What follows belongs to an exercise in optimizing a design on an open flow for small area; a production flow would make more cautious choices.
At most, simulation tests tie the RTL to the original design; equivalence was not proved.
No activity file was given, so power comes from the tool's default toggle rates.

==> job 2181: inputs <==
==> flow/design.v (excerpt) <==
module udp_plus_fix(
    input         clk,
    input         rst,
    input  [7:0]  data_in,
    input         valid_in,
    output        fix_packet_done_in,
    output        msg_valid,
    output        msg_type,
    output [47:0] symbol_id,
    output        side,
    output [63:0] price,
    output [63:0] quantity,
    output [31:0] order_id
    );
==> module udp_parser, before the edit <==
module udp_parser (
    input            clk,
    input            rst,
    input      [7:0] data_in,
    input            valid_in,
    output reg [7:0] payload_data,
    output           packet_done
);
    localparam IDLE    = 2'd0;
    localparam HEADER  = 2'd1;
    localparam PAYLOAD = 2'd2;
    reg [15:0] byte_count;
    reg [15:0] udp_length;
    reg [1:0]  c_state;
    wire [15:0] byte_count_inc = byte_count + 16'd1;
    always @(posedge clk or posedge rst) begin
        if (rst) byte_count <= 16'd0;
        else if (valid_in) byte_count <= byte_count_inc;
        else byte_count <= 16'd0;
    end
    always @(posedge clk or posedge rst) begin
        if (rst) udp_length <= 16'd0;
        else if (c_state == IDLE) udp_length <= 16'd0;
        else if (byte_count == 16'd4) udp_length[15:8] <= data_in;
        else if (byte_count == 16'd5) udp_length[7:0] <= data_in;
    end
    assign packet_done = (byte_count == udp_length) & (c_state == IDLE);
    always @(posedge clk or posedge rst) begin
        if (rst) payload_data <= 8'd0;
        else if ((c_state == PAYLOAD) & valid_in) payload_data <= data_in;
        else payload_data <= 8'd0;
    end
    always @(posedge clk or posedge rst) begin
        if (rst) c_state <= IDLE;
        else case (c_state)
            IDLE:    if (valid_in) c_state <= HEADER;
            HEADER:  if (byte_count == 16'd7) c_state <= PAYLOAD;
            PAYLOAD: if (byte_count_inc == udp_length) c_state <= IDLE;
            default: ;
        endcase
    end
endmodule
==> module fix_parser, before the edit <==
module fix_parser (
    input        clk,
    input        rst,
    input  [7:0] data_in,
    output       msg_complete,
    output       tag_valid,
    output       tag_first,
    output       value_valid,
    output       value_first
);
localparam IDLE    = 3'b000;
localparam TAG     = 3'b100;
localparam EQUAL   = 3'b101;
localparam VALUE   = 3'b111;
localparam CONTROL = 3'b110;
localparam DONE    = 3'b010;
localparam RESET       = 3'b000;
localparam BEGINSTRING = 3'b001;
localparam BODY_LENGTH = 3'b011;
localparam BODY        = 3'b010;
localparam CHECKSUM    = 3'b110;
reg [2:0] c_state, n_state;
reg [2:0] c_s, n_s;
reg [7:0] LENGTH [0:4];
reg body_length_done;
wire body_length_value_en = (c_s == BODY_LENGTH) & (n_state == VALUE);
wire [16:0] L0 = {9'd0, LENGTH[0]}, L1 = {9'd0, LENGTH[1]}, L2 = {9'd0, LENGTH[2]};
wire [16:0] L3 = {9'd0, LENGTH[3]}, L4 = {9'd0, LENGTH[4]};
wire [16:0] len_hi = L3 + (L4 << 3) + (L4 << 1);
wire [16:0] body_length_value = L0 + (L1 << 1) + (L1 << 3) + (L2 << 2) + (L2 << 5) + (L2 << 6)
                              + (len_hi << 10) - (len_hi << 4) - (len_hi << 3);
assign tag_valid    = (n_state == TAG);
assign tag_first    = tag_valid & (c_state != TAG);
assign value_valid  = (n_state == VALUE);
assign value_first  = (c_state == EQUAL);
assign msg_complete = (c_state == DONE);
integer i;
always @(posedge clk) begin
    if (body_length_value_en) begin
        LENGTH[0] <= data_in - 8'h30;
        for (i = 1; i < 5; i = i + 1) LENGTH[i] <= LENGTH[i-1];
    end else if (!(c_s == BODY_LENGTH || c_s == BODY)) begin
        for (i = 0; i < 5; i = i + 1) LENGTH[i] <= 8'd0;
    end
end
reg [16:0] count_m1;
always @(posedge clk) begin
    if (count_m1 == body_length_value) begin
        count_m1 <= 17'h1ffff;
        body_length_done <= 1'b1;
    end else begin
        count_m1 <= (c_s == BODY) ? count_m1 + 17'd1 : 17'h1ffff;
        body_length_done <= 1'b0;
    end
end
always @(posedge clk or posedge rst) begin
    if (rst) c_state <= IDLE;
    else c_state <= n_state;
end
always @(*) begin
    n_state = c_state;
    case (c_state)
    IDLE:    if ((n_s == BEGINSTRING) | (n_s == BODY) | (n_s == BODY_LENGTH)) n_state = TAG;
    TAG:     if (data_in == 8'h3d) n_state = EQUAL;
    EQUAL:   n_state = VALUE;
    VALUE:   if (data_in == 8'h01) n_state = (c_s == CHECKSUM) ? DONE : CONTROL;
    CONTROL: n_state = TAG;
    DONE:    n_state = IDLE;
    default: ;
    endcase
end
always @(posedge clk or posedge rst) begin
    if (rst) c_s <= RESET;
    else c_s <= n_s;
end
always @(*) begin
    n_s = c_s;
    case (c_s)
    RESET:       if (data_in == 8'h38) n_s = BEGINSTRING;
    BEGINSTRING: if (data_in == 8'h01) n_s = BODY_LENGTH;
    BODY_LENGTH: if (data_in == 8'h01) n_s = BODY;
    BODY:        if (body_length_done) n_s = CHECKSUM;
    CHECKSUM:    if (data_in == 8'h01) n_s = RESET;
    default: ;
    endcase
end
endmodule
Settings: LEC_CHECK=0, CAP_MARGIN=20, CORE_MARGIN=2, CORE_UTILIZATION=40, SLEW_MARGIN=20; clock period 10.0 ns.
standard.sh (not shown) runs the stock make flow with config.mk's settings and CLKGATE_MAP_FILE= SYNTH_SCRIPT=/design/flow/synth_recipe.tcl, a recipe that flattens the netlist after the stock synthesis.
==> flow/flow/run.sh <==
#!/bin/bash
# The standard layout, with every port buffered by the smallest buffer
# (sky130_fd_sc_hd__buf_1) instead of the one buffer_ports picks by default.
set -euo pipefail
bash standard.sh "BUFFER_PORTS_ARGS=-buffer_cell sky130_fd_sc_hd__buf_1" finish > standard_flow.log 2>&1
==> inputs of job 4270, as changes to job 2181 <==
--- a/flow/design.v
+++ b/flow/design.v
@@ -25,7 +25,10 @@
         else if (byte_count == 16'd4) udp_length[15:8] <= data_in;
         else if (byte_count == 16'd5) udp_length[7:0] <= data_in;
     end
-    assign packet_done = (byte_count == udp_length) & (c_state == IDLE);
+    wire [15:0] diff = byte_count ^ udp_length;
+    wire count_eq = ~|diff;
+    wire count_eq_next = (diff == (byte_count ^ byte_count_inc));
+    assign packet_done = count_eq & (c_state == IDLE);
     always @(posedge clk or posedge rst) begin
         if (rst) payload_data <= 8'd0;
         else if ((c_state == PAYLOAD) & valid_in) payload_data <= data_in;
@@ -36,7 +39,7 @@
         else case (c_state)
             IDLE:    if (valid_in) c_state <= HEADER;
             HEADER:  if (byte_count == 16'd7) c_state <= PAYLOAD;
-            PAYLOAD: if (byte_count_inc == udp_length) c_state <= IDLE;
+            PAYLOAD: if (count_eq_next) c_state <= IDLE;
             default: ;
         endcase
     end
@@ -61,41 +64,40 @@
 localparam RESET       = 3'b000;
 localparam BEGINSTRING = 3'b001;
 localparam BODY_LENGTH = 3'b011;
-localparam BODY        = 3'b010;
-localparam CHECKSUM    = 3'b110;
+localparam BODY        = 3'b111;
+localparam CHECKSUM    = 3'b100;
 reg [2:0] c_state, n_state;
 reg [2:0] c_s, n_s;
 reg [7:0] LENGTH [0:4];
 reg body_length_done;
 wire body_length_value_en = (c_s == BODY_LENGTH) & (n_state == VALUE);
-wire [16:0] L0 = {9'd0, LENGTH[0]}, L1 = {9'd0, LENGTH[1]}, L2 = {9'd0, LENGTH[2]};
-wire [16:0] L3 = {9'd0, LENGTH[3]}, L4 = {9'd0, LENGTH[4]};
-wire [16:0] len_hi = L3 + (L4 << 3) + (L4 << 1);
-wire [16:0] body_length_value = L0 + (L1 << 1) + (L1 << 3) + (L2 << 2) + (L2 << 5) + (L2 << 6)
-                              + (len_hi << 10) - (len_hi << 4) - (len_hi << 3);
+reg [16:0] remaining;
+wire [7:0]  new_digit = data_in - 8'h30;
+wire [16:0] L4 = {9'd0, LENGTH[4]};
+wire [16:0] L4n = ~L4;
+wire [16:0] pushed_value = (remaining << 3) + (remaining << 1) + {9'd0, new_digit}
+                         + (L4 << 15) + (L4n << 11) + (L4 << 8) + (L4 << 6) + (L4 << 5)
+                         + 17'd2039;
 assign tag_valid    = (n_state == TAG);
 assign tag_first    = tag_valid & (c_state != TAG);
 assign value_valid  = (n_state == VALUE);
 assign value_first  = (c_state == EQUAL);
 assign msg_complete = (c_state == DONE);
-integer i;
+wire length_keep = (c_s == BODY_LENGTH) | (c_s == BODY);
+wire length_hold = length_keep & ~body_length_value_en;
+wire [39:0] length_q = {LENGTH[4], LENGTH[3], LENGTH[2], LENGTH[1], LENGTH[0]};
+wire [39:0] length_shift = {LENGTH[3], LENGTH[2], LENGTH[1], LENGTH[0], data_in - 8'h30};
+wire [39:0] length_d = (length_shift & {40{body_length_value_en}}) | (length_q & {40{length_hold}});
 always @(posedge clk) begin
-    if (body_length_value_en) begin
-        LENGTH[0] <= data_in - 8'h30;
-        for (i = 1; i < 5; i = i + 1) LENGTH[i] <= LENGTH[i-1];
-    end else if (!(c_s == BODY_LENGTH || c_s == BODY)) begin
-        for (i = 0; i < 5; i = i + 1) LENGTH[i] <= 8'd0;
-    end
-end
-reg [16:0] count_m1;
-always @(posedge clk) begin
-    if (count_m1 == body_length_value) begin
-        count_m1 <= 17'h1ffff;
-        body_length_done <= 1'b1;
-    end else begin
-        count_m1 <= (c_s == BODY) ? count_m1 + 17'd1 : 17'h1ffff;
-        body_length_done <= 1'b0;
-    end
+    remaining <= body_length_value_en ? pushed_value :
+                 (c_s == BODY_LENGTH) ? remaining :
+                 (c_s == BODY) ? remaining - 17'd1 : 17'd1;
+    body_length_done <= (remaining == 17'd0);
+    LENGTH[0] <= length_d[7:0];
+    LENGTH[1] <= length_d[15:8];
+    LENGTH[2] <= length_d[23:16];
+    LENGTH[3] <= length_d[31:24];
+    LENGTH[4] <= length_d[39:32];
 end
 always @(posedge clk or posedge rst) begin
     if (rst) c_state <= IDLE;
==> flow/flow/run.sh (replaced) <==
#!/bin/bash
# The standard layout, with every port buffered by the smallest buffer
# (sky130_fd_sc_hd__buf_1) and clock tree synthesis without dummy loads.
set -euo pipefail
bash standard.sh "BUFFER_PORTS_ARGS=-buffer_cell sky130_fd_sc_hd__buf_1" \
  "CTS_ARGS=-sink_clustering_enable -repair_clock_nets -sink_clustering_size 18 -sink_clustering_max_diameter 75 -sink_clustering_buffer sky130_fd_sc_hd__clkbuf_8 -tree_buf sky130_fd_sc_hd__clkbuf_4 -dont_use_dummy_load" \
  finish > standard_flow.log 2>&1
==> comparison table <==
item	job 2181	job 4270
Post-route standard cell area excluding fillers	22000 um^2	19600 um^2
Width of the die	223 um	215 um
Dpl cell area	20600 um^2	19100 um^2
Clock network power share	0.460	0.177
Worst-Margin Slew	1.03 ns	0.955 ns
Combinational Power	0.119 mW	1.71 mW
FF-to-FF path depth	26	15
Final non-filler cell total	2568	2389
Proportion of cell area occupied by multi-input gates	0.340	0.325
DR pass1 iterations	7	5
Master of the slowest instance on the critical path	sky130_fd_sc_hd__or4b_1	sky130_fd_sc_hd__nand2_2
Net switching power figure	0.754 mW	1.53 mW
Clock buffer instance count of the final layout	52	29
Number of cells in the design after placement	2492	2360
Fmax	131 MHz	200 MHz
Run status	finished clean	finished clean
Floorplan die area	49700 um^2	46100 um^2
Non-Clock Inverter Count	94	81
Power per cell area	162 nW/um^2	225 nW/um^2
Function not checked in job 2181: the RTL went through the layout flow alone.

-- re-timing with driven ports --
Ports are ideal in the flow. The routed layouts listed here were re-timed in OpenROAD. Step 1 assumes that a clkbuf_16 drives the clock port and a buf_2 every other input. Step 2 also shifts input and output timing later by t, the mid clock arrival at the registers, as if the neighbouring blocks saw the same clock. Slacks: no drivers / after step 1 / after step 2; pairs: no drivers / after step 1.
run	t, ns	setup WS [ns]	clock arrival spread, ns	slew at the worst register clock pin (ns)
job 2181	0.603	2.342 / 2.342 / 2.342	0.021 / 0.021	0.07 / 0.07
job 4270	0.572	5.000 / 4.945 / 5.480	0.064 / 0.064	0.12 / 0.12
After both steps every run listed still meets setup and hold.
